From an optimization exercise on the open Yosys and OpenROAD flow, aimed at small area, a short achievable clock period and few clock cycles per item; shortcuts taken in it are not production practice. RTL that was checked went through simulation tests only; none was proved equivalent to the original. For run 2, only the layout was checked, not whether the RTL still works.

==> flow/design.v, too long to show whole: its modules and the start of the top module <==
// module multiplicacion: 2108 lines
// module fa_cell: 4 lines
// module ha_cell: 4 lines
module multiplicacion #(
    parameter N = 32
    ) (
    input logic clk, rst,
    input logic valid,
    input logic [N-1:0] A, B,
    output logic [2*N-1:0] Mult,
    output logic done
    );
  // ...
==> flow/flow/run.sh <==
#!/bin/bash
set -e
cat standard.sh > standard_sh_copy.txt
export BUFFER_PORTS_ARGS="-buffer_cell sky130_fd_sc_hd__buf_4"
bash standard.sh > standard.log 2>&1
==> flow/standard.sh <==
#!/bin/bash
# synth_recipe.tcl (not shown) runs the flow's synth.tcl, then flattens the netlist and writes it again
# the make line also repeats each setting of config.mk as NAME=value (left out here)
make -C /OpenROAD-flow-scripts/flow DESIGN_CONFIG=/design/flow/config.mk WORK_HOME=/design/flow/orfs CLKGATE_MAP_FILE= SYNTH_SCRIPT=/design/flow/synth_recipe.tcl "${@:-finish}"
==> flow/config.mk <==
export PLATFORM = sky130hd
export DESIGN_NAME = multiplicacion
export DESIGN_NICKNAME = multiplicacion
export VERILOG_FILES = /design/flow/design.v
export SDC_FILE = /design/flow/constraint.sdc
export NUM_CORES = 4
export LEC_CHECK = 0
export ABC_AREA = 1
export CAP_MARGIN = 20
export CORE_MARGIN = 2
export CORE_UTILIZATION = 55
export SLEW_MARGIN = 20
export SYNTH_HIERARCHICAL = 1
==> flow/constraint.sdc <==
create_clock -name core_clock -period 5.0 [get_ports {clk}]
set_input_delay 1.0000 -clock core_clock [delete_from_list [all_inputs] [get_ports {clk}]]
set_output_delay 1.0000 -clock core_clock [all_outputs]
set_load 0.01 [all_outputs]
==> results.sh, run 1 <==
export IMPL_core_area_mm2=0.0536
export IMPL_post_route_util_pct=60.2
export IMPL_synth_top_family_by_area="adder cells"
export IMPL_n_sequential_cell=189
export IMPL_crit_family="simple AND/OR/NAND/NOR gates"
export IMPL_synthTopCellsByCount="700 x nand2_1, 543 x xor2_1, 496 x o22ai_1, 480 x fa_1, 415 x inv_1"
export IMPL_n_all_inverters=433
export IMPL_finalSetupViolations=0
export IMPL_grt_busiest_layer="met2"
export IMPL_wl_per_cell_um=26.3
export IMPL_outcome="no timing/DRC/antenna violations"
export IMPL_grt_ovfl_total=0
export IMPL_start_kind="flop"
export IMPL_period_share_pct=88.3
export IMPL_fp_dieW_um=237
export IMPL_ys_types=35
export IMPL_ys_seq_area_share_pct=12.7
export IMPL_hold_path_depth=2
export IMPL_cts_post_setup_buffers_inserted=0
export IMPL_synth_mux_area_share_pct=0
export IMPL_cts_buffer_depth=2
export IMPL_met1_usage_pct=54.7
export IMPL_grt_max_degree=49
export IMPL_fmax_mhz=227
export IMPL_grt_pass1_wl_um=167000
export IMPL_grt_util_met2_pct=60.8
export IMPL_wl_met3_um=13800
export IMPL_dr_wl_met2_um=48700
export IMPL_die_height_um=237
export IMPL_dr_max_layer_used="met5"
export IMPL_final_cell_mix="700 x nand2_1, 543 x xor2_1, 496 x o22ai_1"
export IMPL_cp_common_cell="nand2_1"
export IMPL_synth_most_common_cell="nand2_1"
Testbench counts, summed over its fixed seeds: cycles 2,408, items 2,400.
==> run 2, diff against run 1 <==
--- a/flow/design.v
+++ b/flow/design.v
@@ -1110,271 +1110,261 @@
   logic c1052;
-  logic q0_0;
-  logic q0_1;
-  logic q1_0;
-  logic q2_0;
-  logic q2_1;
-  logic q2_2;
-  logic q3_0;
-  logic q3_1;
-  logic q4_0;
-  logic q4_1;
-  logic q4_2;
-  logic q5_0;
-  logic q5_1;
-  logic q5_2;
-  logic q6_0;
-  logic q6_1;
-  logic q6_2;
-  logic q7_0;
-  logic q7_1;
-  logic q7_2;
-  logic q8_0;
-  logic q8_1;
-  logic q8_2;
-  logic q9_0;
-  logic q9_1;
-  logic q9_2;
-  logic q10_0;
-  logic q10_1;
-  logic q10_2;
-  logic q11_0;
-  logic q11_1;
-  logic q11_2;
-  logic q12_0;
-  logic q12_1;
-  logic q12_2;
-  logic q13_0;
-  logic q13_1;
-  logic q13_2;
-  logic q14_0;
-  logic q14_1;
-  logic q14_2;
-  logic q15_0;
-  logic q15_1;
-  logic q15_2;
-  logic q16_0;
-  logic q16_1;
-  logic q16_2;
-  logic q17_0;
-  logic q17_1;
-  logic q17_2;
-  logic q18_0;
-  logic q18_1;
-  logic q18_2;
-  logic q19_0;
-  logic q19_1;
-  logic q19_2;
-  logic q20_0;
-  logic q20_1;
-  logic q20_2;
-  logic q21_0;
-  logic q21_1;
-  logic q21_2;
-  logic q22_0;
-  logic q22_1;
-  logic q22_2;
-  logic q23_0;
-  logic q23_1;
-  logic q23_2;
-  logic q24_0;
-  logic q24_1;
-  logic q24_2;
-  logic q25_0;
-  logic q25_1;
-  logic q25_2;
-  logic q26_0;
-  logic q26_1;
-  logic q26_2;
-  logic q27_0;
-  logic q27_1;
-  logic q27_2;
-  logic q28_0;
-  logic q28_1;
-  logic q28_2;
-  logic q29_0;
-  logic q29_1;
-  logic q29_2;
-  logic q30_0;
-  logic q30_1;
-  logic q30_2;
-  logic q31_0;
-  logic q31_1;
-  logic q31_2;
-  logic q32_0;
-  logic q32_1;
-  logic q32_2;
-  logic q33_0;
-  logic q33_1;
-  logic q33_2;
-  logic q34_0;
-  logic q34_1;
-  logic q34_2;
-  logic q35_0;
-  logic q35_1;
-  logic q35_2;
-  logic q36_0;
-  logic q36_1;
-  logic q36_2;
-  logic q37_0;
-  logic q37_1;
-  logic q37_2;
-  logic q38_0;
-  logic q38_1;
-  logic q38_2;
-  logic q39_0;
-  logic q39_1;
-  logic q39_2;
-  logic q40_0;
-  logic q40_1;
-  logic q40_2;
-  logic q41_0;
-  logic q41_1;
-  logic q41_2;
-  logic q42_0;
-  logic q42_1;
-  logic q42_2;
-  logic q43_0;
-  logic q43_1;
-  logic q43_2;
-  logic q44_0;
-  logic q44_1;
-  logic q44_2;
-  logic q45_0;
-  logic q45_1;
-  logic q45_2;
-  logic q46_0;
-  logic q46_1;
-  logic q46_2;
-  logic q47_0;
-  logic q47_1;
-  logic q47_2;
-  logic q48_0;
-  logic q48_1;
-  logic q48_2;
-  logic q49_0;
-  logic q49_1;
-  logic q49_2;
-  logic q50_0;
-  logic q50_1;
-  logic q50_2;
-  logic q51_0;
-  logic q51_1;
-  logic q51_2;
-  logic q52_0;
-  logic q52_1;
-  logic q52_2;
-  logic q53_0;
-  logic q53_1;
-  logic q53_2;
-  logic q54_0;
-  logic q54_1;
-  logic q54_2;
-  logic q55_0;
-  logic q55_1;
-  logic q55_2;
-  logic q56_0;
-  logic q56_1;
-  logic q56_2;
-  logic q57_0;
-  logic q57_1;
-  logic q57_2;
-  logic q58_0;
-  logic q58_1;
-  logic q58_2;
-  logic q59_0;
-  logic q59_1;
-  logic q59_2;
-  logic q60_0;
-  logic q60_1;
-  logic q60_2;
-  logic q61_0;
-  logic q61_1;
-  logic q61_2;
-  logic q62_0;
-  logic q62_1;
-  logic q62_2;
-  logic q63_0;
-  logic q63_1;
-  logic q63_2;
+  logic q0;
+  logic q1;
+  logic q2;
+  logic q3;
+  logic q4;
+  logic q5;
+  logic q6;
+  logic q7;
+  logic q8;
+  logic q9;
+  logic q10;
+  logic q11;
+  logic q12;
+  logic q13;
+  logic q14;
+  logic q15;
+  logic q16;
+  logic q17;
+  logic q18;
+  logic q19;
+  logic q20;
+  logic q21;
+  logic q22;
+  logic q23;
+  logic q24;
+  logic q25;
+  logic q26;
+  logic q27;
+  logic q28;
+  logic q29;
+  logic q30;
+  logic q31;
+  logic q32;
+  logic q33;
+  logic q34;
+  logic q35;
+  logic q36;
+  logic q37;
+  logic q38;
+  logic q39;
+  logic q40;
+  logic q41;
+  logic q42;
+  logic q43;
+  logic q44;
+  logic q45;
+  logic q46;
+  logic q47;
+  logic q48;
+  logic q49;
+  logic q50;
+  logic q51;
+  logic q52;
+  logic q53;
+  logic q54;
+  logic q55;
+  logic q56;
+  logic q57;
+  logic q58;
+  logic q59;
+  logic q60;
+  logic q61;
+  logic q62;
+  logic q63;
+  logic q64;
+  logic q65;
+  logic q66;
+  logic q67;
+  logic q68;
+  logic q69;
+  logic q70;
+  logic q71;
+  logic q72;
+  logic q73;
+  logic q74;
+  logic q75;
+  logic q76;
+  logic q77;
+  logic q78;
+  logic q79;
+  logic q80;
+  logic q81;
+  logic q82;
+  logic q83;
+  logic q84;
+  logic q85;
+  logic q86;
+  logic q87;
+  logic q88;
+  logic q89;
+  logic q90;
+  logic q91;
+  logic q92;
+  logic q93;
+  logic q94;
+  logic q95;
+  logic q96;
+  logic q97;
+  logic q98;
+  logic q99;
+  logic q100;
+  logic q101;
+  logic q102;
+  logic q103;
+  logic q104;
+  logic q105;
+  logic q106;
+  logic q107;
+  logic q108;
+  logic q109;
+  logic q110;
+  logic q111;
+  logic q112;
+  logic q113;
+  logic q114;
+  logic q115;
+  logic q116;
+  logic q117;
+  logic q118;
+  logic q119;
+  logic q120;
+  logic q121;
+  logic q122;
+  logic q123;
+  logic q124;
+  logic q125;
+  logic q126;
+  logic q127;
+  logic q128;
+  logic q129;
+  logic q130;
+  logic q131;
+  logic q132;
+  logic q133;
+  logic q134;
+  logic q135;
+  logic q136;
+  logic q137;
+  logic q138;
+  logic q139;
+  logic q140;
+  logic q141;
+  logic q142;
+  logic q143;
+  logic q144;
+  logic q145;
   assign one0 = B[0] ^ 1'b0;
   assign two0 = (B[1] & ~B[0] & ~1'b0) | (~B[1] & B[0] & 1'b0);
-  assign neg0 = B[1];
-  wire [32:0] pp0;
-  assign pp0 = (({1'b0, A} & {33{one0}}) | ({A, 1'b0} & {33{two0}})) ^ {33{neg0}};
+  logic [32:0] pp0;
+  logic [33:0] ax0;
+  assign ax0 = {1'b0, A, 1'b0} ^ {34{B[1]}};
+  assign neg0 = B[1] & ~(B[0] & 1'b0);
+  assign pp0 = (ax0[33:1] & {33{one0}}) | (ax0[32:0] & {33{two0}});
   assign one1 = B[2] ^ B[1];
   assign two1 = (B[3] & ~B[2] & ~B[1]) | (~B[3] & B[2] & B[1]);
-  assign neg1 = B[3];
-  wire [32:0] pp1;
-  assign pp1 = (({1'b0, A} & {33{one1}}) | ({A, 1'b0} & {33{two1}})) ^ {33{neg1}};
+  logic [32:0] pp1;
+  logic [33:0] ax1;
+  assign ax1 = {1'b0, A, 1'b0} ^ {34{B[3]}};
+  assign neg1 = B[3] & ~(B[2] & B[1]);
+  assign pp1 = (ax1[33:1] & {33{one1}}) | (ax1[32:0] & {33{two1}});
   assign one2 = B[4] ^ B[3];
   assign two2 = (B[5] & ~B[4] & ~B[3]) | (~B[5] & B[4] & B[3]);
-  assign neg2 = B[5];
-  wire [32:0] pp2;
-  assign pp2 = (({1'b0, A} & {33{one2}}) | ({A, 1'b0} & {33{two2}})) ^ {33{neg2}};
+  logic [32:0] pp2;
+  logic [33:0] ax2;
+  assign ax2 = {1'b0, A, 1'b0} ^ {34{B[5]}};
+  assign neg2 = B[5] & ~(B[4] & B[3]);
+  assign pp2 = (ax2[33:1] & {33{one2}}) | (ax2[32:0] & {33{two2}});
   assign one3 = B[6] ^ B[5];
   assign two3 = (B[7] & ~B[6] & ~B[5]) | (~B[7] & B[6] & B[5]);
-  assign neg3 = B[7];
-  wire [32:0] pp3;
-  assign pp3 = (({1'b0, A} & {33{one3}}) | ({A, 1'b0} & {33{two3}})) ^ {33{neg3}};
+  logic [32:0] pp3;
+  logic [33:0] ax3;
+  assign ax3 = {1'b0, A, 1'b0} ^ {34{B[7]}};
+  assign neg3 = B[7] & ~(B[6] & B[5]);
+  assign pp3 = (ax3[33:1] & {33{one3}}) | (ax3[32:0] & {33{two3}});
   assign one4 = B[8] ^ B[7];
   assign two4 = (B[9] & ~B[8] & ~B[7]) | (~B[9] & B[8] & B[7]);
-  assign neg4 = B[9];
-  wire [32:0] pp4;
-  assign pp4 = (({1'b0, A} & {33{one4}}) | ({A, 1'b0} & {33{two4}})) ^ {33{neg4}};
+  logic [32:0] pp4;
+  logic [33:0] ax4;
+  assign ax4 = {1'b0, A, 1'b0} ^ {34{B[9]}};
+  assign neg4 = B[9] & ~(B[8] & B[7]);
+  assign pp4 = (ax4[33:1] & {33{one4}}) | (ax4[32:0] & {33{two4}});
   assign one5 = B[10] ^ B[9];
   assign two5 = (B[11] & ~B[10] & ~B[9]) | (~B[11] & B[10] & B[9]);
-  assign neg5 = B[11];
-  wire [32:0] pp5;
-  assign pp5 = (({1'b0, A} & {33{one5}}) | ({A, 1'b0} & {33{two5}})) ^ {33{neg5}};
+  logic [32:0] pp5;
+  logic [33:0] ax5;
+  assign ax5 = {1'b0, A, 1'b0} ^ {34{B[11]}};
+  assign neg5 = B[11] & ~(B[10] & B[9]);
+  assign pp5 = (ax5[33:1] & {33{one5}}) | (ax5[32:0] & {33{two5}});
   assign one6 = B[12] ^ B[11];
   assign two6 = (B[13] & ~B[12] & ~B[11]) | (~B[13] & B[12] & B[11]);
-  assign neg6 = B[13];
-  wire [32:0] pp6;
-  assign pp6 = (({1'b0, A} & {33{one6}}) | ({A, 1'b0} & {33{two6}})) ^ {33{neg6}};
+  logic [32:0] pp6;
+  logic [33:0] ax6;
+  assign ax6 = {1'b0, A, 1'b0} ^ {34{B[13]}};
+  assign neg6 = B[13] & ~(B[12] & B[11]);
+  assign pp6 = (ax6[33:1] & {33{one6}}) | (ax6[32:0] & {33{two6}});
   assign one7 = B[14] ^ B[13];
   assign two7 = (B[15] & ~B[14] & ~B[13]) | (~B[15] & B[14] & B[13]);
-  assign neg7 = B[15];
-  wire [32:0] pp7;
-  assign pp7 = (({1'b0, A} & {33{one7}}) | ({A, 1'b0} & {33{two7}})) ^ {33{neg7}};
+  logic [32:0] pp7;
+  logic [33:0] ax7;
+  assign ax7 = {1'b0, A, 1'b0} ^ {34{B[15]}};
+  assign neg7 = B[15] & ~(B[14] & B[13]);
+  assign pp7 = (ax7[33:1] & {33{one7}}) | (ax7[32:0] & {33{two7}});
   assign one8 = B[16] ^ B[15];
   assign two8 = (B[17] & ~B[16] & ~B[15]) | (~B[17] & B[16] & B[15]);
-  assign neg8 = B[17];
-  wire [32:0] pp8;
-  assign pp8 = (({1'b0, A} & {33{one8}}) | ({A, 1'b0} & {33{two8}})) ^ {33{neg8}};
+  logic [32:0] pp8;
+  logic [33:0] ax8;
+  assign ax8 = {1'b0, A, 1'b0} ^ {34{B[17]}};
+  assign neg8 = B[17] & ~(B[16] & B[15]);
+  assign pp8 = (ax8[33:1] & {33{one8}}) | (ax8[32:0] & {33{two8}});
   assign one9 = B[18] ^ B[17];
   assign two9 = (B[19] & ~B[18] & ~B[17]) | (~B[19] & B[18] & B[17]);
-  assign neg9 = B[19];
-  wire [32:0] pp9;
-  assign pp9 = (({1'b0, A} & {33{one9}}) | ({A, 1'b0} & {33{two9}})) ^ {33{neg9}};
+  logic [32:0] pp9;
+  logic [33:0] ax9;
+  assign ax9 = {1'b0, A, 1'b0} ^ {34{B[19]}};
+  assign neg9 = B[19] & ~(B[18] & B[17]);
+  assign pp9 = (ax9[33:1] & {33{one9}}) | (ax9[32:0] & {33{two9}});
   assign one10 = B[20] ^ B[19];
   assign two10 = (B[21] & ~B[20] & ~B[19]) | (~B[21] & B[20] & B[19]);
-  assign neg10 = B[21];
-  wire [32:0] pp10;
-  assign pp10 = (({1'b0, A} & {33{one10}}) | ({A, 1'b0} & {33{two10}})) ^ {33{neg10}};
+  logic [32:0] pp10;
+  logic [33:0] ax10;
+  assign ax10 = {1'b0, A, 1'b0} ^ {34{B[21]}};
+  assign neg10 = B[21] & ~(B[20] & B[19]);
+  assign pp10 = (ax10[33:1] & {33{one10}}) | (ax10[32:0] & {33{two10}});
   assign one11 = B[22] ^ B[21];
   assign two11 = (B[23] & ~B[22] & ~B[21]) | (~B[23] & B[22] & B[21]);
-  assign neg11 = B[23];
-  wire [32:0] pp11;
-  assign pp11 = (({1'b0, A} & {33{one11}}) | ({A, 1'b0} & {33{two11}})) ^ {33{neg11}};
+  logic [32:0] pp11;
+  logic [33:0] ax11;
+  assign ax11 = {1'b0, A, 1'b0} ^ {34{B[23]}};
+  assign neg11 = B[23] & ~(B[22] & B[21]);
+  assign pp11 = (ax11[33:1] & {33{one11}}) | (ax11[32:0] & {33{two11}});
   assign one12 = B[24] ^ B[23];
   assign two12 = (B[25] & ~B[24] & ~B[23]) | (~B[25] & B[24] & B[23]);
-  assign neg12 = B[25];
-  wire [32:0] pp12;
-  assign pp12 = (({1'b0, A} & {33{one12}}) | ({A, 1'b0} & {33{two12}})) ^ {33{neg12}};
+  logic [32:0] pp12;
+  logic [33:0] ax12;
+  assign ax12 = {1'b0, A, 1'b0} ^ {34{B[25]}};
+  assign neg12 = B[25] & ~(B[24] & B[23]);
+  assign pp12 = (ax12[33:1] & {33{one12}}) | (ax12[32:0] & {33{two12}});
   assign one13 = B[26] ^ B[25];
   assign two13 = (B[27] & ~B[26] & ~B[25]) | (~B[27] & B[26] & B[25]);
-  assign neg13 = B[27];
-  wire [32:0] pp13;
-  assign pp13 = (({1'b0, A} & {33{one13}}) | ({A, 1'b0} & {33{two13}})) ^ {33{neg13}};
+  logic [32:0] pp13;
+  logic [33:0] ax13;
+  assign ax13 = {1'b0, A, 1'b0} ^ {34{B[27]}};
+  assign neg13 = B[27] & ~(B[26] & B[25]);
+  assign pp13 = (ax13[33:1] & {33{one13}}) | (ax13[32:0] & {33{two13}});
   assign one14 = B[28] ^ B[27];
   assign two14 = (B[29] & ~B[28] & ~B[27]) | (~B[29] & B[28] & B[27]);
-  assign neg14 = B[29];
-  wire [32:0] pp14;
-  assign pp14 = (({1'b0, A} & {33{one14}}) | ({A, 1'b0} & {33{two14}})) ^ {33{neg14}};
+  logic [32:0] pp14;
+  logic [33:0] ax14;
+  assign ax14 = {1'b0, A, 1'b0} ^ {34{B[29]}};
+  assign neg14 = B[29] & ~(B[28] & B[27]);
+  assign pp14 = (ax14[33:1] & {33{one14}}) | (ax14[32:0] & {33{two14}});
   assign one15 = B[30] ^ B[29];
   assign two15 = (B[31] & ~B[30] & ~B[29]) | (~B[31] & B[30] & B[29]);
-  assign neg15 = B[31];
-  wire [32:0] pp15;
-  assign pp15 = (({1'b0, A} & {33{one15}}) | ({A, 1'b0} & {33{two15}})) ^ {33{neg15}};
-  wire [31:0] pp16;
+  logic [32:0] pp15;
+  logic [33:0] ax15;
+  assign ax15 = {1'b0, A, 1'b0} ^ {34{B[31]}};
+  assign neg15 = B[31] & ~(B[30] & B[29]);
+  assign pp15 = (ax15[33:1] & {33{one15}}) | (ax15[32:0] & {33{two15}});
+  logic [31:0] pp16;
   assign pp16 = A & {32{B[31]}};
@@ -1614,6 +1604,6 @@
   fa_cell u_s467 (.a(c214), .b(s221), .c(s55), .s(s467), .co(c468));
-  fa_cell u_s469 (.a(c216), .b(c218), .c(s223), .s(s469), .co(c470));
+  fa_cell u_s469 (.a(c216), .b(s223), .c(c218), .s(s469), .co(c470));
   fa_cell u_s471 (.a(c220), .b(s225), .c(s227), .s(s471), .co(c472));
   fa_cell u_s473 (.a(c222), .b(s229), .c(s65), .s(s473), .co(c474));
-  fa_cell u_s475 (.a(c224), .b(c226), .c(s231), .s(s475), .co(c476));
+  fa_cell u_s475 (.a(c224), .b(s231), .c(c226), .s(s475), .co(c476));
   fa_cell u_s477 (.a(c228), .b(s233), .c(s235), .s(s477), .co(c478));
@@ -1623,3 +1613,3 @@
   fa_cell u_s485 (.a(c238), .b(s245), .c(s81), .s(s485), .co(c486));
-  fa_cell u_s487 (.a(c240), .b(c242), .c(s247), .s(s487), .co(c488));
+  fa_cell u_s487 (.a(s247), .b(c240), .c(c242), .s(s487), .co(c488));
   fa_cell u_s489 (.a(c244), .b(s249), .c(s251), .s(s489), .co(c490));
@@ -1641,8 +1631,8 @@
   fa_cell u_s521 (.a(c286), .b(c288), .c(c290), .s(s521), .co(c522));
-  fa_cell u_s523 (.a(c106), .b(s293), .c(s295), .s(s523), .co(c524));
-  fa_cell u_s525 (.a(s297), .b(s299), .c(c292), .s(s525), .co(c526));
-  fa_cell u_s527 (.a(pp15[13]), .b(s301), .c(c294), .s(s527), .co(c528));
-  fa_cell u_s529 (.a(c296), .b(c298), .c(c300), .s(s529), .co(c530));
+  fa_cell u_s523 (.a(s293), .b(s295), .c(s297), .s(s523), .co(c524));
+  fa_cell u_s525 (.a(s299), .b(c106), .c(c292), .s(s525), .co(c526));
+  fa_cell u_s527 (.a(pp15[13]), .b(c294), .c(c296), .s(s527), .co(c528));
+  fa_cell u_s529 (.a(c298), .b(c300), .c(s301), .s(s529), .co(c530));
   fa_cell u_s531 (.a(s303), .b(s305), .c(s307), .s(s531), .co(c532));
-  fa_cell u_s533 (.a(pp15[14]), .b(c302), .c(s315), .s(s533), .co(c534));
+  fa_cell u_s533 (.a(pp15[14]), .b(s315), .c(c302), .s(s533), .co(c534));
   fa_cell u_s535 (.a(c304), .b(c306), .c(c308), .s(s535), .co(c536));
@@ -1711,3 +1701,3 @@
   fa_cell u_s661 (.a(c400), .b(s403), .c(s405), .s(s661), .co(c662));
-  fa_cell u_s663 (.a(c402), .b(c404), .c(s407), .s(s663), .co(c664));
+  fa_cell u_s663 (.a(c402), .b(s407), .c(c404), .s(s663), .co(c664));
   fa_cell u_s665 (.a(c406), .b(s409), .c(s411), .s(s665), .co(c666));
@@ -1728,21 +1718,21 @@
   fa_cell u_s695 (.a(c450), .b(s455), .c(c452), .s(s695), .co(c696));
-  fa_cell u_s697 (.a(s457), .b(c454), .c(s459), .s(s697), .co(c698));
+  fa_cell u_s697 (.a(c454), .b(s457), .c(s459), .s(s697), .co(c698));
   fa_cell u_s699 (.a(c456), .b(s461), .c(c458), .s(s699), .co(c700));
-  fa_cell u_s701 (.a(s463), .b(c460), .c(s465), .s(s701), .co(c702));
+  fa_cell u_s701 (.a(c460), .b(s463), .c(s465), .s(s701), .co(c702));
   fa_cell u_s703 (.a(c462), .b(s467), .c(c464), .s(s703), .co(c704));
-  fa_cell u_s705 (.a(s469), .b(c466), .c(s471), .s(s705), .co(c706));
+  fa_cell u_s705 (.a(c466), .b(s469), .c(s471), .s(s705), .co(c706));
   fa_cell u_s707 (.a(c468), .b(s473), .c(c470), .s(s707), .co(c708));
-  fa_cell u_s709 (.a(s475), .b(c472), .c(s477), .s(s709), .co(c710));
+  fa_cell u_s709 (.a(c472), .b(s475), .c(s477), .s(s709), .co(c710));
   fa_cell u_s711 (.a(c474), .b(s479), .c(c476), .s(s711), .co(c712));
-  fa_cell u_s713 (.a(s481), .b(c478), .c(s483), .s(s713), .co(c714));
+  fa_cell u_s713 (.a(c478), .b(s481), .c(s483), .s(s713), .co(c714));
   fa_cell u_s715 (.a(c480), .b(s485), .c(c482), .s(s715), .co(c716));
-  fa_cell u_s717 (.a(s487), .b(c484), .c(s489), .s(s717), .co(c718));
+  fa_cell u_s717 (.a(c484), .b(s487), .c(s489), .s(s717), .co(c718));
   fa_cell u_s719 (.a(c486), .b(s491), .c(c488), .s(s719), .co(c720));
-  fa_cell u_s721 (.a(s493), .b(c490), .c(s495), .s(s721), .co(c722));
+  fa_cell u_s721 (.a(c490), .b(s493), .c(s495), .s(s721), .co(c722));
   fa_cell u_s723 (.a(c492), .b(s497), .c(c494), .s(s723), .co(c724));
-  fa_cell u_s725 (.a(s499), .b(c496), .c(s501), .s(s725), .co(c726));
-  fa_cell u_s727 (.a(c498), .b(s503), .c(c500), .s(s727), .co(c728));
-  fa_cell u_s729 (.a(s505), .b(c502), .c(s507), .s(s729), .co(c730));
+  fa_cell u_s725 (.a(c496), .b(s499), .c(s501), .s(s725), .co(c726));
+  fa_cell u_s727 (.a(c498), .b(s503), .c(s505), .s(s727), .co(c728));
+  fa_cell u_s729 (.a(c500), .b(c502), .c(s507), .s(s729), .co(c730));
   fa_cell u_s731 (.a(c504), .b(s509), .c(s511), .s(s731), .co(c732));
-  fa_cell u_s733 (.a(c506), .b(s513), .c(c508), .s(s733), .co(c734));
+  fa_cell u_s733 (.a(c506), .b(c508), .c(s513), .s(s733), .co(c734));
   fa_cell u_s735 (.a(c510), .b(c512), .c(s515), .s(s735), .co(c736));
@@ -1750,8 +1740,8 @@
   fa_cell u_s739 (.a(c516), .b(c518), .c(s521), .s(s739), .co(c740));
-  fa_cell u_s741 (.a(s523), .b(s525), .c(c520), .s(s741), .co(c742));
+  fa_cell u_s741 (.a(s523), .b(c520), .c(s525), .s(s741), .co(c742));
   fa_cell u_s743 (.a(c522), .b(c524), .c(s527), .s(s743), .co(c744));
   fa_cell u_s745 (.a(s529), .b(s531), .c(c526), .s(s745), .co(c746));
-  fa_cell u_s747 (.a(c528), .b(c530), .c(s533), .s(s747), .co(c748));
-  fa_cell u_s749 (.a(c532), .b(s535), .c(s537), .s(s749), .co(c750));
-  fa_cell u_s751 (.a(c534), .b(s539), .c(c536), .s(s751), .co(c752));
+  fa_cell u_s747 (.a(c528), .b(c530), .c(c532), .s(s747), .co(c748));
+  fa_cell u_s749 (.a(s533), .b(s535), .c(s537), .s(s749), .co(c750));
+  fa_cell u_s751 (.a(s539), .b(c534), .c(c536), .s(s751), .co(c752));
   fa_cell u_s753 (.a(c538), .b(s541), .c(s543), .s(s753), .co(c754));
@@ -1761,4 +1751,4 @@
   fa_cell u_s761 (.a(c550), .b(s553), .c(s555), .s(s761), .co(c762));
-  fa_cell u_s763 (.a(c552), .b(s557), .c(c554), .s(s763), .co(c764));
-  fa_cell u_s765 (.a(s559), .b(c556), .c(s561), .s(s765), .co(c766));
+  fa_cell u_s763 (.a(c552), .b(s557), .c(s559), .s(s763), .co(c764));
+  fa_cell u_s765 (.a(c554), .b(c556), .c(s561), .s(s765), .co(c766));
   fa_cell u_s767 (.a(c558), .b(s563), .c(s565), .s(s767), .co(c768));
@@ -1767,5 +1757,5 @@
   fa_cell u_s773 (.a(s571), .b(c568), .c(s573), .s(s773), .co(c774));
-  fa_cell u_s775 (.a(s575), .b(c570), .c(c572), .s(s775), .co(c776));
+  fa_cell u_s775 (.a(c570), .b(c572), .c(s575), .s(s775), .co(c776));
   fa_cell u_s777 (.a(s577), .b(s579), .c(c574), .s(s777), .co(c778));
-  fa_cell u_s779 (.a(c576), .b(s585), .c(c578), .s(s779), .co(c780));
+  fa_cell u_s779 (.a(s585), .b(c576), .c(c578), .s(s779), .co(c780));
   fa_cell u_s781 (.a(c580), .b(s581), .c(s583), .s(s781), .co(c782));
@@ -1803,6 +1793,6 @@
   fa_cell u_s845 (.a(c652), .b(s655), .c(c654), .s(s845), .co(c846));
-  fa_cell u_s847 (.a(c656), .b(s659), .c(c658), .s(s847), .co(c848));
-  fa_cell u_s849 (.a(c660), .b(s663), .c(c662), .s(s849), .co(c850));
-  fa_cell u_s851 (.a(c664), .b(s667), .c(c666), .s(s851), .co(c852));
-  fa_cell u_s853 (.a(c668), .b(s671), .c(c670), .s(s853), .co(c854));
+  fa_cell u_s847 (.a(c656), .b(c658), .c(s659), .s(s847), .co(c848));
+  fa_cell u_s849 (.a(c660), .b(c662), .c(s663), .s(s849), .co(c850));
+  fa_cell u_s851 (.a(c664), .b(c666), .c(s667), .s(s851), .co(c852));
+  fa_cell u_s853 (.a(c668), .b(c670), .c(s671), .s(s853), .co(c854));
   fa_cell u_s855 (.a(c672), .b(s675), .c(c674), .s(s855), .co(c856));
@@ -1813,12 +1803,12 @@
   fa_cell u_s865 (.a(c692), .b(s695), .c(c694), .s(s865), .co(c866));
-  fa_cell u_s867 (.a(c696), .b(s699), .c(c698), .s(s867), .co(c868));
-  fa_cell u_s869 (.a(c700), .b(s703), .c(c702), .s(s869), .co(c870));
-  fa_cell u_s871 (.a(c704), .b(s707), .c(c706), .s(s871), .co(c872));
-  fa_cell u_s873 (.a(c708), .b(s711), .c(c710), .s(s873), .co(c874));
-  fa_cell u_s875 (.a(c712), .b(s715), .c(c714), .s(s875), .co(c876));
-  fa_cell u_s877 (.a(c716), .b(s719), .c(c718), .s(s877), .co(c878));
-  fa_cell u_s879 (.a(c720), .b(s723), .c(c722), .s(s879), .co(c880));
-  fa_cell u_s881 (.a(c724), .b(s727), .c(c726), .s(s881), .co(c882));
+  fa_cell u_s867 (.a(c696), .b(c698), .c(s699), .s(s867), .co(c868));
+  fa_cell u_s869 (.a(c700), .b(c702), .c(s703), .s(s869), .co(c870));
+  fa_cell u_s871 (.a(c704), .b(c706), .c(s707), .s(s871), .co(c872));
+  fa_cell u_s873 (.a(c708), .b(c710), .c(s711), .s(s873), .co(c874));
+  fa_cell u_s875 (.a(c712), .b(c714), .c(s715), .s(s875), .co(c876));
+  fa_cell u_s877 (.a(c716), .b(c718), .c(s719), .s(s877), .co(c878));
+  fa_cell u_s879 (.a(c720), .b(c722), .c(s723), .s(s879), .co(c880));
+  fa_cell u_s881 (.a(s727), .b(c724), .c(c726), .s(s881), .co(c882));
   fa_cell u_s883 (.a(s731), .b(c728), .c(c730), .s(s883), .co(c884));
-  fa_cell u_s885 (.a(s735), .b(c732), .c(c734), .s(s885), .co(c886));
+  fa_cell u_s885 (.a(c732), .b(s735), .c(c734), .s(s885), .co(c886));
   fa_cell u_s887 (.a(c736), .b(s739), .c(c738), .s(s887), .co(c888));
@@ -1826,16 +1816,16 @@
   fa_cell u_s891 (.a(c744), .b(s747), .c(s749), .s(s891), .co(c892));
-  fa_cell u_s893 (.a(c748), .b(s751), .c(c750), .s(s893), .co(c894));
-  fa_cell u_s895 (.a(c752), .b(s755), .c(c754), .s(s895), .co(c896));
-  fa_cell u_s897 (.a(c756), .b(s759), .c(c758), .s(s897), .co(c898));
-  fa_cell u_s899 (.a(c760), .b(s763), .c(c762), .s(s899), .co(c900));
+  fa_cell u_s893 (.a(c748), .b(c750), .c(s751), .s(s893), .co(c894));
+  fa_cell u_s895 (.a(c752), .b(c754), .c(s755), .s(s895), .co(c896));
+  fa_cell u_s897 (.a(c756), .b(c758), .c(s759), .s(s897), .co(c898));
+  fa_cell u_s899 (.a(s763), .b(c760), .c(c762), .s(s899), .co(c900));
   fa_cell u_s901 (.a(s767), .b(c764), .c(c766), .s(s901), .co(c902));
-  fa_cell u_s903 (.a(c768), .b(s771), .c(s773), .s(s903), .co(c904));
-  fa_cell u_s905 (.a(c772), .b(s775), .c(s777), .s(s905), .co(c906));
+  fa_cell u_s903 (.a(c768), .b(s771), .c(c770), .s(s903), .co(c904));
+  fa_cell u_s905 (.a(c772), .b(s775), .c(c774), .s(s905), .co(c906));
   fa_cell u_s907 (.a(c776), .b(s779), .c(s781), .s(s907), .co(c908));
   fa_cell u_s909 (.a(c780), .b(c782), .c(s783), .s(s909), .co(c910));
-  fa_cell u_s911 (.a(c784), .b(s787), .c(c786), .s(s911), .co(c912));
+  fa_cell u_s911 (.a(s787), .b(c784), .c(c786), .s(s911), .co(c912));
   fa_cell u_s913 (.a(s791), .b(c788), .c(c790), .s(s913), .co(c914));
   fa_cell u_s915 (.a(c792), .b(s795), .c(c794), .s(s915), .co(c916));
-  fa_cell u_s917 (.a(s799), .b(c796), .c(s801), .s(s917), .co(c918));
-  fa_cell u_s919 (.a(c800), .b(s805), .c(c802), .s(s919), .co(c920));
+  fa_cell u_s917 (.a(c796), .b(s799), .c(s801), .s(s917), .co(c918));
+  fa_cell u_s919 (.a(s805), .b(c800), .c(c802), .s(s919), .co(c920));
   fa_cell u_s921 (.a(pp15[29]), .b(c806), .c(c804), .s(s921), .co(c922));
@@ -1844,64 +1834,68 @@
   ha_cell u_s927 (.a(1'b1), .b(pp16[30]), .s(s927), .co(c928));
-  ha_cell u_s929 (.a(q2_0), .b(q2_1), .s(s929), .co(c930));
-  ha_cell u_s931 (.a(q3_0), .b(q3_1), .s(s931), .co(c932));
-  fa_cell u_s933 (.a(q4_0), .b(q4_1), .c(q4_2), .s(s933), .co(c934));
-  fa_cell u_s935 (.a(q5_0), .b(q5_1), .c(q5_2), .s(s935), .co(c936));
-  fa_cell u_s937 (.a(q6_0), .b(q6_1), .c(q6_2), .s(s937), .co(c938));
-  fa_cell u_s939 (.a(q7_0), .b(q7_1), .c(q7_2), .s(s939), .co(c940));
-  fa_cell u_s941 (.a(q8_0), .b(q8_1), .c(q8_2), .s(s941), .co(c942));
-  fa_cell u_s943 (.a(q9_0), .b(q9_1), .c(q9_2), .s(s943), .co(c944));
-  fa_cell u_s945 (.a(q10_0), .b(q10_1), .c(q10_2), .s(s945), .co(c946));
-  fa_cell u_s947 (.a(q11_0), .b(q11_1), .c(q11_2), .s(s947), .co(c948));
-  fa_cell u_s949 (.a(q12_0), .b(q12_1), .c(q12_2), .s(s949), .co(c950));
-  fa_cell u_s951 (.a(q13_0), .b(q13_1), .c(q13_2), .s(s951), .co(c952));
-  fa_cell u_s953 (.a(q14_0), .b(q14_1), .c(q14_2), .s(s953), .co(c954));
-  fa_cell u_s955 (.a(q15_0), .b(q15_1), .c(q15_2), .s(s955), .co(c956));
-  fa_cell u_s957 (.a(q16_0), .b(q16_1), .c(q16_2), .s(s957), .co(c958));
-  fa_cell u_s959 (.a(q17_0), .b(q17_1), .c(q17_2), .s(s959), .co(c960));
-  fa_cell u_s961 (.a(q18_0), .b(q18_1), .c(q18_2), .s(s961), .co(c962));
-  fa_cell u_s963 (.a(q19_0), .b(q19_1), .c(q19_2), .s(s963), .co(c964));
-  fa_cell u_s965 (.a(q20_0), .b(q20_1), .c(q20_2), .s(s965), .co(c966));
-  fa_cell u_s967 (.a(q21_0), .b(q21_1), .c(q21_2), .s(s967), .co(c968));
-  fa_cell u_s969 (.a(q22_0), .b(q22_1), .c(q22_2), .s(s969), .co(c970));
-  fa_cell u_s971 (.a(q23_0), .b(q23_1), .c(q23_2), .s(s971), .co(c972));
-  fa_cell u_s973 (.a(q24_0), .b(q24_1), .c(q24_2), .s(s973), .co(c974));
-  fa_cell u_s975 (.a(q25_0), .b(q25_1), .c(q25_2), .s(s975), .co(c976));
-  fa_cell u_s977 (.a(q26_0), .b(q26_1), .c(q26_2), .s(s977), .co(c978));
-  fa_cell u_s979 (.a(q27_0), .b(q27_1), .c(q27_2), .s(s979), .co(c980));
-  fa_cell u_s981 (.a(q28_0), .b(q28_1), .c(q28_2), .s(s981), .co(c982));
-  fa_cell u_s983 (.a(q29_0), .b(q29_1), .c(q29_2), .s(s983), .co(c984));
-  fa_cell u_s985 (.a(q30_0), .b(q30_1), .c(q30_2), .s(s985), .co(c986));
-  fa_cell u_s987 (.a(q31_0), .b(q31_1), .c(q31_2), .s(s987), .co(c988));
-  fa_cell u_s989 (.a(q32_0), .b(q32_1), .c(q32_2), .s(s989), .co(c990));
-  fa_cell u_s991 (.a(q33_0), .b(q33_1), .c(q33_2), .s(s991), .co(c992));
-  fa_cell u_s993 (.a(q34_0), .b(q34_1), .c(q34_2), .s(s993), .co(c994));
-  fa_cell u_s995 (.a(q35_0), .b(q35_1), .c(q35_2), .s(s995), .co(c996));
-  fa_cell u_s997 (.a(q36_0), .b(q36_1), .c(q36_2), .s(s997), .co(c998));
-  fa_cell u_s999 (.a(q37_0), .b(q37_1), .c(q37_2), .s(s999), .co(c1000));
-  fa_cell u_s1001 (.a(q38_0), .b(q38_1), .c(q38_2), .s(s1001), .co(c1002));
-  fa_cell u_s1003 (.a(q39_0), .b(q39_1), .c(q39_2), .s(s1003), .co(c1004));
-  fa_cell u_s1005 (.a(q40_0), .b(q40_1), .c(q40_2), .s(s1005), .co(c1006));
-  fa_cell u_s1007 (.a(q41_0), .b(q41_1), .c(q41_2), .s(s1007), .co(c1008));
-  fa_cell u_s1009 (.a(q42_0), .b(q42_1), .c(q42_2), .s(s1009), .co(c1010));
-  fa_cell u_s1011 (.a(q43_0), .b(q43_1), .c(q43_2), .s(s1011), .co(c1012));
-  fa_cell u_s1013 (.a(q44_0), .b(q44_1), .c(q44_2), .s(s1013), .co(c1014));
-  fa_cell u_s1015 (.a(q45_0), .b(q45_1), .c(q45_2), .s(s1015), .co(c1016));
-  fa_cell u_s1017 (.a(q46_0), .b(q46_1), .c(q46_2), .s(s1017), .co(c1018));
-  fa_cell u_s1019 (.a(q47_0), .b(q47_1), .c(q47_2), .s(s1019), .co(c1020));
-  fa_cell u_s1021 (.a(q48_0), .b(q48_1), .c(q48_2), .s(s1021), .co(c1022));
-  fa_cell u_s1023 (.a(q49_0), .b(q49_1), .c(q49_2), .s(s1023), .co(c1024));
-  fa_cell u_s1025 (.a(q50_0), .b(q50_1), .c(q50_2), .s(s1025), .co(c1026));
-  fa_cell u_s1027 (.a(q51_0), .b(q51_1), .c(q51_2), .s(s1027), .co(c1028));
-  fa_cell u_s1029 (.a(q52_0), .b(q52_1), .c(q52_2), .s(s1029), .co(c1030));
-  fa_cell u_s1031 (.a(q53_0), .b(q53_1), .c(q53_2), .s(s1031), .co(c1032));
-  fa_cell u_s1033 (.a(q54_0), .b(q54_1), .c(q54_2), .s(s1033), .co(c1034));
-  fa_cell u_s1035 (.a(q55_0), .b(q55_1), .c(q55_2), .s(s1035), .co(c1036));
-  fa_cell u_s1037 (.a(q56_0), .b(q56_1), .c(q56_2), .s(s1037), .co(c1038));
-  fa_cell u_s1039 (.a(q57_0), .b(q57_1), .c(q57_2), .s(s1039), .co(c1040));
-  fa_cell u_s1041 (.a(q58_0), .b(q58_1), .c(q58_2), .s(s1041), .co(c1042));
-  fa_cell u_s1043 (.a(q59_0), .b(q59_1), .c(q59_2), .s(s1043), .co(c1044));
-  fa_cell u_s1045 (.a(q60_0), .b(q60_1), .c(q60_2), .s(s1045), .co(c1046));
-  fa_cell u_s1047 (.a(q61_0), .b(q61_1), .c(q61_2), .s(s1047), .co(c1048));
-  fa_cell u_s1049 (.a(q62_0), .b(q62_1), .c(q62_2), .s(s1049), .co(c1050));
-  fa_cell u_s1051 (.a(q63_0), .b(q63_1), .c(q63_2), .s(s1051), .co(c1052));
+  ha_cell u_s929 (.a(neg1), .b(pp0[2]), .s(s929), .co(c930));
+  ha_cell u_s931 (.a(pp0[3]), .b(pp1[1]), .s(s931), .co(c932));
+  fa_cell u_s933 (.a(pp1[2]), .b(pp2[0]), .c(s811), .s(s933), .co(c934));
+  fa_cell u_s935 (.a(pp2[1]), .b(c812), .c(s813), .s(s935), .co(c936));
+  fa_cell u_s937 (.a(c814), .b(s599), .c(s815), .s(s937), .co(c938));
+  fa_cell u_s939 (.a(s601), .b(c816), .c(s817), .s(s939), .co(c940));
+  fa_cell u_s941 (.a(s603), .b(c818), .c(s819), .s(s941), .co(c942));
+  fa_cell u_s943 (.a(s607), .b(c820), .c(s821), .s(s943), .co(c944));
+  fa_cell u_s945 (.a(s613), .b(c822), .c(s823), .s(s945), .co(c946));
+  fa_cell u_s947 (.a(s617), .b(c824), .c(s825), .s(s947), .co(c948));
+  fa_cell u_s949 (.a(s621), .b(c826), .c(s827), .s(s949), .co(c950));
+  fa_cell u_s951 (.a(s625), .b(c828), .c(s829), .s(s951), .co(c952));
+  fa_cell u_s953 (.a(s629), .b(c830), .c(s831), .s(s953), .co(c954));
+  fa_cell u_s955 (.a(s633), .b(c832), .c(s833), .s(s955), .co(c956));
+  fa_cell u_s957 (.a(s637), .b(c834), .c(s835), .s(s957), .co(c958));
+  fa_cell u_s959 (.a(s641), .b(c836), .c(s837), .s(s959), .co(c960));
+  fa_cell u_s961 (.a(s645), .b(c838), .c(s839), .s(s961), .co(c962));
+  fa_cell u_s963 (.a(s649), .b(c840), .c(s841), .s(s963), .co(c964));
+  fa_cell u_s965 (.a(s653), .b(c842), .c(s843), .s(s965), .co(c966));
+  fa_cell u_s967 (.a(s657), .b(c844), .c(s845), .s(s967), .co(c968));
+  fa_cell u_s969 (.a(s661), .b(c846), .c(s847), .s(s969), .co(c970));
+  fa_cell u_s971 (.a(s665), .b(c848), .c(s849), .s(s971), .co(c972));
+  fa_cell u_s973 (.a(s669), .b(c850), .c(s851), .s(s973), .co(c974));
+  fa_cell u_s975 (.a(s673), .b(c852), .c(s853), .s(s975), .co(c976));
+  fa_cell u_s1015 (.a(s753), .b(c892), .c(s893), .s(s1015), .co(c1016));
+  fa_cell u_s1017 (.a(s757), .b(c894), .c(s895), .s(s1017), .co(c1018));
+  fa_cell u_s1019 (.a(s761), .b(c896), .c(s897), .s(s1019), .co(c1020));
+  fa_cell u_s1021 (.a(s765), .b(c898), .c(s899), .s(s1021), .co(c1022));
+  fa_cell u_s1023 (.a(s769), .b(c900), .c(s901), .s(s1023), .co(c1024));
+  fa_cell u_s1025 (.a(s773), .b(c902), .c(s903), .s(s1025), .co(c1026));
+  fa_cell u_s1027 (.a(s777), .b(c904), .c(s905), .s(s1027), .co(c1028));
+  fa_cell u_s1029 (.a(s907), .b(c778), .c(c906), .s(s1029), .co(c1030));
+  fa_cell u_s1031 (.a(s785), .b(c908), .c(s909), .s(s1031), .co(c1032));
+  fa_cell u_s1033 (.a(s789), .b(c910), .c(s911), .s(s1033), .co(c1034));
+  fa_cell u_s1035 (.a(s793), .b(c912), .c(s913), .s(s1035), .co(c1036));
+  fa_cell u_s1037 (.a(s797), .b(c914), .c(s915), .s(s1037), .co(c1038));
+  fa_cell u_s1039 (.a(s917), .b(c798), .c(c916), .s(s1039), .co(c1040));
+  fa_cell u_s1041 (.a(s803), .b(c918), .c(s919), .s(s1041), .co(c1042));
+  fa_cell u_s1043 (.a(s807), .b(c920), .c(s921), .s(s1043), .co(c1044));
+  fa_cell u_s1045 (.a(s923), .b(c808), .c(c922), .s(s1045), .co(c1046));
+  fa_cell u_s1047 (.a(pp15[31]), .b(c924), .c(s925), .s(s1047), .co(c1048));
+  fa_cell u_s1049 (.a(s927), .b(pp15[32]), .c(c926), .s(s1049), .co(c1050));
+  fa_cell u_s1051 (.a(pp16[31]), .b(~neg15), .c(c928), .s(s1051), .co(c1052));
+  fa_cell u_s977 (.a(q0), .b(q1), .c(q2), .s(s977), .co(c978));
+  fa_cell u_s979 (.a(q3), .b(q4), .c(q5), .s(s979), .co(c980));
+  fa_cell u_s981 (.a(q6), .b(q7), .c(q8), .s(s981), .co(c982));
+  fa_cell u_s983 (.a(q9), .b(q10), .c(q11), .s(s983), .co(c984));
+  fa_cell u_s985 (.a(q12), .b(q13), .c(q14), .s(s985), .co(c986));
+  fa_cell u_s987 (.a(q15), .b(q16), .c(q17), .s(s987), .co(c988));
+  fa_cell u_s989 (.a(q18), .b(q19), .c(q20), .s(s989), .co(c990));
+  fa_cell u_s991 (.a(q21), .b(q22), .c(q23), .s(s991), .co(c992));
+  fa_cell u_s993 (.a(q24), .b(q25), .c(q26), .s(s993), .co(c994));
+  fa_cell u_s995 (.a(q27), .b(q28), .c(q29), .s(s995), .co(c996));
+  fa_cell u_s997 (.a(q30), .b(q31), .c(q32), .s(s997), .co(c998));
+  fa_cell u_s999 (.a(q33), .b(q34), .c(q35), .s(s999), .co(c1000));
+  fa_cell u_s1001 (.a(q36), .b(q37), .c(q38), .s(s1001), .co(c1002));
+  fa_cell u_s1003 (.a(q39), .b(q40), .c(q41), .s(s1003), .co(c1004));
+  fa_cell u_s1005 (.a(q42), .b(q43), .c(q44), .s(s1005), .co(c1006));
+  fa_cell u_s1007 (.a(q45), .b(q46), .c(q47), .s(s1007), .co(c1008));
+  fa_cell u_s1009 (.a(q48), .b(q49), .c(q50), .s(s1009), .co(c1010));
+  fa_cell u_s1011 (.a(q51), .b(q52), .c(q53), .s(s1011), .co(c1012));
+  fa_cell u_s1013 (.a(q54), .b(q55), .c(q56), .s(s1013), .co(c1014));
+  logic [63:0] row_a, row_b;
+  assign row_a = {q101, q100, q99, q98, q97, q96, q95, q94, q93, q92, q91, q90, q89, q88, q87, q86, q85, q84, c1014, c1012, c1010, c1008, c1006, c1004, c1002, c1000, c998, c996, c994, c992, c990, c988, c986, c984, c982, c980, c978, q83, q82, q81, q80, q79, q78, q77, q76, q75, q74, q73, q72, q71, q70, q69, q68, q67, q66, q65, q64, q63, q62, q61, q60, q59, q58, q57};
+  assign row_b = {q145, q144, q143, q142, q141, q140, q139, q138, q137, q136, q135, q134, q133, q132, q131, q130, q129, q128, q127, s1013, s1011, s1009, s1007, s1005, s1003, s1001, s999, s997, s995, s993, s991, s989, s987, s985, s983, s981, s979, s977, q126, q125, q124, q123, q122, q121, q120, q119, q118, q117, q116, q115, q114, q113, q112, q111, q110, q109, q108, q107, q106, q105, q104, q103, 1'b0, q102};
+  assign Mult = row_a + row_b;
   always_ff @(posedge clk)
@@ -1915,195 +1909,149 @@
   begin
-    q0_0 <= neg0;
-    q0_1 <= pp0[0];
-    q1_0 <= pp0[1];
-    q2_0 <= neg1;
-    q2_1 <= pp0[2];
-    q2_2 <= pp1[0];
-    q3_0 <= pp0[3];
-    q3_1 <= pp1[1];
-    q4_0 <= s811;
-    q4_1 <= pp1[2];
-    q4_2 <= pp2[0];
-    q5_0 <= c812;
-    q5_1 <= s813;
-    q5_2 <= pp2[1];
-    q6_0 <= c814;
-    q6_1 <= s815;
-    q6_2 <= s599;
-    q7_0 <= c816;
-    q7_1 <= s817;
-    q7_2 <= s601;
-    q8_0 <= c818;
-    q8_1 <= s819;
-    q8_2 <= s603;
-    q9_0 <= c820;
-    q9_1 <= s821;
-    q9_2 <= s607;
-    q10_0 <= c822;
-    q10_1 <= s823;
-    q10_2 <= s613;
-    q11_0 <= c824;
-    q11_1 <= s825;
-    q11_2 <= s617;
-    q12_0 <= c826;
-    q12_1 <= s827;
-    q12_2 <= s621;
-    q13_0 <= c828;
-    q13_1 <= s829;
-    q13_2 <= s625;
-    q14_0 <= c830;
-    q14_1 <= s831;
-    q14_2 <= s629;
-    q15_0 <= c832;
-    q15_1 <= s833;
-    q15_2 <= s633;
-    q16_0 <= c834;
-    q16_1 <= s835;
-    q16_2 <= s637;
-    q17_0 <= c836;
-    q17_1 <= s837;
-    q17_2 <= s641;
-    q18_0 <= c838;
-    q18_1 <= s839;
-    q18_2 <= s645;
-    q19_0 <= c840;
-    q19_1 <= s841;
-    q19_2 <= s649;
-    q20_0 <= c842;
-    q20_1 <= s843;
-    q20_2 <= s653;
-    q21_0 <= c844;
-    q21_1 <= s845;
-    q21_2 <= s657;
-    q22_0 <= c846;
-    q22_1 <= s847;
-    q22_2 <= s661;
-    q23_0 <= c848;
-    q23_1 <= s849;
-    q23_2 <= s665;
-    q24_0 <= c850;
-    q24_1 <= s851;
-    q24_2 <= s669;
-    q25_0 <= c852;
-    q25_1 <= s853;
-    q25_2 <= s673;
-    q26_0 <= c854;
-    q26_1 <= s855;
-    q26_2 <= s677;
-    q27_0 <= c856;
-    q27_1 <= s857;
-    q27_2 <= s681;
-    q28_0 <= c858;
-    q28_1 <= s859;
-    q28_2 <= s685;
-    q29_0 <= c860;
-    q29_1 <= s861;
-    q29_2 <= s689;
-    q30_0 <= c862;
-    q30_1 <= s863;
-    q30_2 <= s693;
-    q31_0 <= c864;
-    q31_1 <= s865;
-    q31_2 <= s697;
-    q32_0 <= c866;
-    q32_1 <= s867;
-    q32_2 <= s701;
-    q33_0 <= c868;
-    q33_1 <= s869;
-    q33_2 <= s705;
-    q34_0 <= c870;
-    q34_1 <= s871;
-    q34_2 <= s709;
-    q35_0 <= c872;
-    q35_1 <= s873;
-    q35_2 <= s713;
-    q36_0 <= c874;
-    q36_1 <= s875;
-    q36_2 <= s717;
-    q37_0 <= c876;
-    q37_1 <= s877;
-    q37_2 <= s721;
-    q38_0 <= c878;
-    q38_1 <= s879;
-    q38_2 <= s725;
-    q39_0 <= c880;
-    q39_1 <= s881;
-    q39_2 <= s729;
-    q40_0 <= c882;
-    q40_1 <= s883;
-    q40_2 <= s733;
-    q41_0 <= c884;
-    q41_1 <= s885;
-    q41_2 <= s737;
-    q42_0 <= c886;
-    q42_1 <= s887;
-    q42_2 <= s741;
-    q43_0 <= c888;
-    q43_1 <= s889;
-    q43_2 <= s745;
-    q44_0 <= c890;
-    q44_1 <= s891;
-    q44_2 <= c746;
-    q45_0 <= c892;
-    q45_1 <= s893;
-    q45_2 <= s753;
-    q46_0 <= c894;
-    q46_1 <= s895;
-    q46_2 <= s757;
-    q47_0 <= c896;
-    q47_1 <= s897;
-    q47_2 <= s761;
-    q48_0 <= c898;
-    q48_1 <= s899;
-    q48_2 <= s765;
-    q49_0 <= c900;
-    q49_1 <= s901;
-    q49_2 <= s769;
-    q50_0 <= c902;
-    q50_1 <= s903;
-    q50_2 <= c770;
-    q51_0 <= c904;
-    q51_1 <= s905;
-    q51_2 <= c774;
-    q52_0 <= c906;
-    q52_1 <= s907;
-    q52_2 <= c778;
-    q53_0 <= c908;
-    q53_1 <= s909;
-    q53_2 <= s785;
-    q54_0 <= c910;
-    q54_1 <= s911;
-    q54_2 <= s789;
-    q55_0 <= c912;
-    q55_1 <= s913;
-    q55_2 <= s793;
-    q56_0 <= c914;
-    q56_1 <= s915;
-    q56_2 <= s797;
-    q57_0 <= c916;
-    q57_1 <= s917;
-    q57_2 <= c798;
-    q58_0 <= c918;
-    q58_1 <= s919;
-    q58_2 <= s803;
-    q59_0 <= c920;
-    q59_1 <= s921;
-    q59_2 <= s807;
-    q60_0 <= c922;
-    q60_1 <= s923;
-    q60_2 <= c808;
-    q61_0 <= c924;
-    q61_1 <= s925;
-    q61_2 <= pp15[31];
-    q62_0 <= c926;
-    q62_1 <= s927;
-    q62_2 <= pp15[32];
-    q63_0 <= c928;
-    q63_1 <= pp16[31];
-    q63_2 <= ~neg15;
+    q0 <= s677;
+    q1 <= c854;
+    q2 <= s855;
+    q3 <= s681;
+    q4 <= c856;
+    q5 <= s857;
+    q6 <= s685;
+    q7 <= c858;
+    q8 <= s859;
+    q9 <= s689;
+    q10 <= c860;
+    q11 <= s861;
+    q12 <= s693;
+    q13 <= c862;
+    q14 <= s863;
+    q15 <= s697;
+    q16 <= c864;
+    q17 <= s865;
+    q18 <= s701;
+    q19 <= c866;
+    q20 <= s867;
+    q21 <= s705;
+    q22 <= c868;
+    q23 <= s869;
+    q24 <= s709;
+    q25 <= c870;
+    q26 <= s871;
+    q27 <= s713;
+    q28 <= c872;
+    q29 <= s873;
+    q30 <= s717;
+    q31 <= c874;
+    q32 <= s875;
+    q33 <= s721;
+    q34 <= c876;
+    q35 <= s877;
+    q36 <= s725;
+    q37 <= c878;
+    q38 <= s879;
+    q39 <= s729;
+    q40 <= c880;
+    q41 <= s881;
+    q42 <= s733;
+    q43 <= c882;
+    q44 <= s883;
+    q45 <= s737;
+    q46 <= c884;
+    q47 <= s885;
+    q48 <= s741;
+    q49 <= c886;
+    q50 <= s887;
+    q51 <= s745;
+    q52 <= c888;
+    q53 <= s889;
+    q54 <= s891;
+    q55 <= c746;
+    q56 <= c890;
+    q57 <= neg0;
+    q58 <= pp0[1];
+    q59 <= s929;
+    q60 <= c930;
+    q61 <= c932;
+    q62 <= c934;
+    q63 <= c936;
+    q64 <= c938;
+    q65 <= c940;
+    q66 <= c942;
+    q67 <= c944;
+    q68 <= c946;
+    q69 <= c948;
+    q70 <= c950;
+    q71 <= c952;
+    q72 <= c954;
+    q73 <= c956;
+    q74 <= c958;
+    q75 <= c960;
+    q76 <= c962;
+    q77 <= c964;
+    q78 <= c966;
+    q79 <= c968;
+    q80 <= c970;
+    q81 <= c972;
+    q82 <= c974;
+    q83 <= c976;
+    q84 <= c1016;
+    q85 <= c1018;
+    q86 <= c1020;
+    q87 <= c1022;
+    q88 <= c1024;
+    q89 <= c1026;
+    q90 <= c1028;
+    q91 <= c1030;
+    q92 <= c1032;
+    q93 <= c1034;
+    q94 <= c1036;
+    q95 <= c1038;
+    q96 <= c1040;
+    q97 <= c1042;
+    q98 <= c1044;
+    q99 <= c1046;
+    q100 <= c1048;
+    q101 <= c1050;
+    q102 <= pp0[0];
+    q103 <= pp1[0];
+    q104 <= s931;
+    q105 <= s933;
+    q106 <= s935;
+    q107 <= s937;
+    q108 <= s939;
+    q109 <= s941;
+    q110 <= s943;
+    q111 <= s945;
+    q112 <= s947;
+    q113 <= s949;
+    q114 <= s951;
+    q115 <= s953;
+    q116 <= s955;
+    q117 <= s957;
+    q118 <= s959;
+    q119 <= s961;
+    q120 <= s963;
+    q121 <= s965;
+    q122 <= s967;
+    q123 <= s969;
+    q124 <= s971;
+    q125 <= s973;
+    q126 <= s975;
+    q127 <= s1015;
+    q128 <= s1017;
+    q129 <= s1019;
+    q130 <= s1021;
+    q131 <= s1023;
+    q132 <= s1025;
+    q133 <= s1027;
+    q134 <= s1029;
+    q135 <= s1031;
+    q136 <= s1033;
+    q137 <= s1035;
+    q138 <= s1037;
+    q139 <= s1039;
+    q140 <= s1041;
+    q141 <= s1043;
+    q142 <= s1045;
+    q143 <= s1047;
+    q144 <= s1049;
+    q145 <= s1051;
   end
-  logic [2*N-1:0] row_a, row_b;
-  assign row_a = {c1050, c1048, c1046, c1044, c1042, c1040, c1038, c1036, c1034, c1032, c1030, c1028, c1026, c1024, c1022, c1020, c1018, c1016, c1014, c1012, c1010, c1008, c1006, c1004, c1002, c1000, c998, c996, c994, c992, c990, c988, c986, c984, c982, c980, c978, c976, c974, c972, c970, c968, c966, c964, c962, c960, c958, c956, c954, c952, c950, c948, c946, c944, c942, c940, c938, c936, c934, c932, c930, s929, q1_0, q0_0};
-  assign row_b = {s1051, s1049, s1047, s1045, s1043, s1041, s1039, s1037, s1035, s1033, s1031, s1029, s1027, s1025, s1023, s1021, s1019, s1017, s1015, s1013, s1011, s1009, s1007, s1005, s1003, s1001, s999, s997, s995, s993, s991, s989, s987, s985, s983, s981, s979, s977, s975, s973, s971, s969, s967, s965, s963, s961, s959, s957, s955, s953, s951, s949, s947, s945, s943, s941, s939, s937, s935, s933, s931, q2_2, 1'b0, q0_1};
-  assign Mult = row_a + row_b;
 endmodule
==> results.sh, run 2 <==
export IMPL_outcome="no timing/DRC/antenna violations"
export IMPL_post_route_util_pct=60.2
export IMPL_met1_usage_pct=53.2
export IMPL_dieArea_mm2=0.0542
export IMPL_fin_crit_ns=4.54
export IMPL_gp_congestion=0.999
export IMPL_drtAntennaViolNets=0
export IMPL_synthTopCellsByCount="638 x nand2_1, 499 x o22ai_1, 480 x fa_1, 469 x xnor2_1, 413 x inv_1"
export IMPL_route_detailed_drc=0
export IMPL_grt_max_degree=34
export IMPL_final_common_cell="nand2_1"
export IMPL_slew_headroom_pct=46.5
export IMPL_final_cell_mix="638 x nand2_1, 499 x o22ai_1, 480 x fa_1"
export IMPL_synth_warnings=7
export IMPL_fin_setup_tns_ns=0
export IMPL_start_kind="input port"
export IMPL_multiInputGateArea_mm2=0.0233
export IMPL_htreeDepth=4
export IMPL_io_pins=132
export IMPL_area_growth_pct=7.87
export IMPL_worst_setup_path_end_kind="flop"
export IMPL_core_area_mm2=0.0515
export IMPL_worst_path_max_fanout=32
export IMPL_portBuffers=131
export IMPL_grt_usage_pct=39.6
export IMPL_final_max_slew_viol_count=0
export IMPL_drtIter0Drc=2954
export IMPL_max_cap_viol_count=0
export IMPL_required_ns=5.36
export IMPL_cp_cell_sequence="buf_4, buf_4, xnor2_1, o22ai_1, fa_1, fa_1, fa_1, fa_1, fa_1"
export IMPL_fill_cells=4653
export IMPL_syn_cell_area_mm2=0.0288
export IMPL_nets=4146
export IMPL_synth_cells=3412
export IMPL_synth_edf_count=0
export IMPL_path_clk_slew_ns=0.08
export IMPL_finalSetupViolations=0
export IMPL_worstSetupPathType="in -> reg"
export IMPL_slowest_stage="fa_1"
export IMPL_place_area_mm2=0.0304
export IMPL_synth_most_common_cell="nand2_1"
export IMPL_rows=83
export IMPL_hold_class="in -> reg"
export IMPL_cts_root_buf="clkbuf_16"
export IMPL_grt_setup_unrepaired="no"
export IMPL_numClockSinks=147
export IMPL_grt_pass1_wl_um=156000
export IMPL_vias=25200
export IMPL_cts_tree="yes"
export IMPL_ys_seq_area_share_pct=10.2
export IMPL_use_met3_pct=12.6
export IMPL_crit_arrival_ns=4.90
export IMPL_grt_busiest_layer="met2"
export IMPL_synth_top_cell_area_share_pct=33.4
export IMPL_grt_ovfl_total=0
export IMPL_async_flop_share_pct=0
export IMPL_grt_util_met2_pct=57.5
export IMPL_fp_dieW_um=233
export IMPL_antenna_found_initial=4
export IMPL_grt_pass1_vias=25300
export IMPL_yosys_area_top_type="fa_1"
export IMPL_die_height_um=233
export IMPL_worst_slew_pin_slew_ns=0.799
export IMPL_fmax_mhz=220
export IMPL_wirelength_um=105000
export IMPL_initial_core_util_pct=55.9
export IMPL_seqCellArea_mm2=0.00294
export IMPL_ys_ff_latch=147
export IMPL_cts_buffers=17
export IMPL_period_share_pct=90.8
export IMPL_cp_common_cell="fa_1"
export IMPL_ys_top_cells_by_area="fa_1 33%, xnor2_1 14%, o22ai_1 11%, dfxtp_1 10%, nand2_1 8.3%"
export IMPL_place_ws_ns=0.0450
export IMPL_drive_gt1_share_pct=8.59
export IMPL_cts_resized=0
export IMPL_cts_hold_buf=0
export IMPL_ys_types=30
export IMPL_synth_flop_cell="dfxtp_1"
export IMPL_dpl_hpwl_um=85700
export IMPL_firstDrtPassIters=6
export IMPL_final_area_mm2=0.0310
export IMPL_wl_per_cell_um=25.4
export IMPL_timing_final_ws_setup_ns=0.460
export IMPL_syn_area_per_cell_um2=8.43
export IMPL_cts_buffer_depth=2
export IMPL_slowest_delay_ns=0.56
export IMPL_cts_post_setup_buffers_inserted=0
export IMPL_vias_per_cell=6.09
export IMPL_hold_viol=0
run 2: path summary, 6_finish.rpt:
kind,end,start,depth (start not counted)
worst max-delay path,q130$_DFF_P_,B[15],9
worst min-delay path,done$_SDFF_PP0_,rst,2
run 2: metrics by stage:
stage               cells  hold slack (ns)
global route         4137            0.649
global placement     4104             1.16
detailed placement   4104             1.16
floorplan            3427             1.03
finish               4138            0.669
CTS                  4136            0.647
run 2: kinds of logic after synthesis:
group / share of synthesized area (%)
and+or+nand+nor: 12.5
buffers and inverters: 9.07
adders and majority gates: 40.2
AOI/OAI and AO/OA: 12.7
xor gates and xnor gates: 15.2
DFF: 10.2
other: 0.0130
run 2: modules after synthesis (local to each module, per instance):
module          times used  cells  flops+latches
multiplicacion           1   2886            147
ha_cell                 46      1              0
fa_cell                480      1              0
run 2: final cells by class:
type	instances	share of cell area, %
multi-input combinational	2641	75.0
sequential	147	9.48
timing repair buffer	220	5.85
inverter	416	5.03
tap	680	2.74
clock buffer	17	1.37
clock inverter	15	0.516
antenna	2	0.0161
run 2: routing by layer:
layer,up-vias,wire length (um)
met5,-,29
li1,11200,-
met4,4,5790
met3,297,13100
met2,1570,43900
met1,12200,42300
run 2: worst max-delay path: cells and delay by family:
family / cells / cell delay, ns
adders and majority gates: 5 / 2.40
AOI/OAI and AO/OA: 1 / 0.54
buffers and inverters: 2 / 0.59
xor gates and xnor gates: 1 / 0.34

[re-timing with driven ports]
No port has a modelled driver above. Below, the same layouts with a new extraction and two added sets of constraints.
Step 1: set_driving_cell puts a clkbuf_16 on clk and a buf_2 on each other input, an assumption about the parent block.
Step 2 times the ports against the registers' clock, not the clock port: input delays grow and output delays shrink by t, the midpoint of the rising clock arrivals with the driver on.
Slacks: ideal / step 1 / step 2; pairs: ideal / step 1.
run | shift t [ns] | setup slack, ns | clock arrival spread, ns | worst data-port slew with drivers (ns) | cell pins on the clock port's net
run 1 | 0.542 | 0.587 / 0.526 / 0.205 | 0.017 / 0.017 | 0.19 | 1
run 2 | 0.536 | 0.460 / 0.429 / -0.107 | 0.018 / 0.018 | 0.09 | 1
Met with ideal ports but missed after step 2: setup timing in run 2. The setup slack of run 2, which loses most, moves by -0.031 ns with the drivers and by -0.567 ns with both steps.
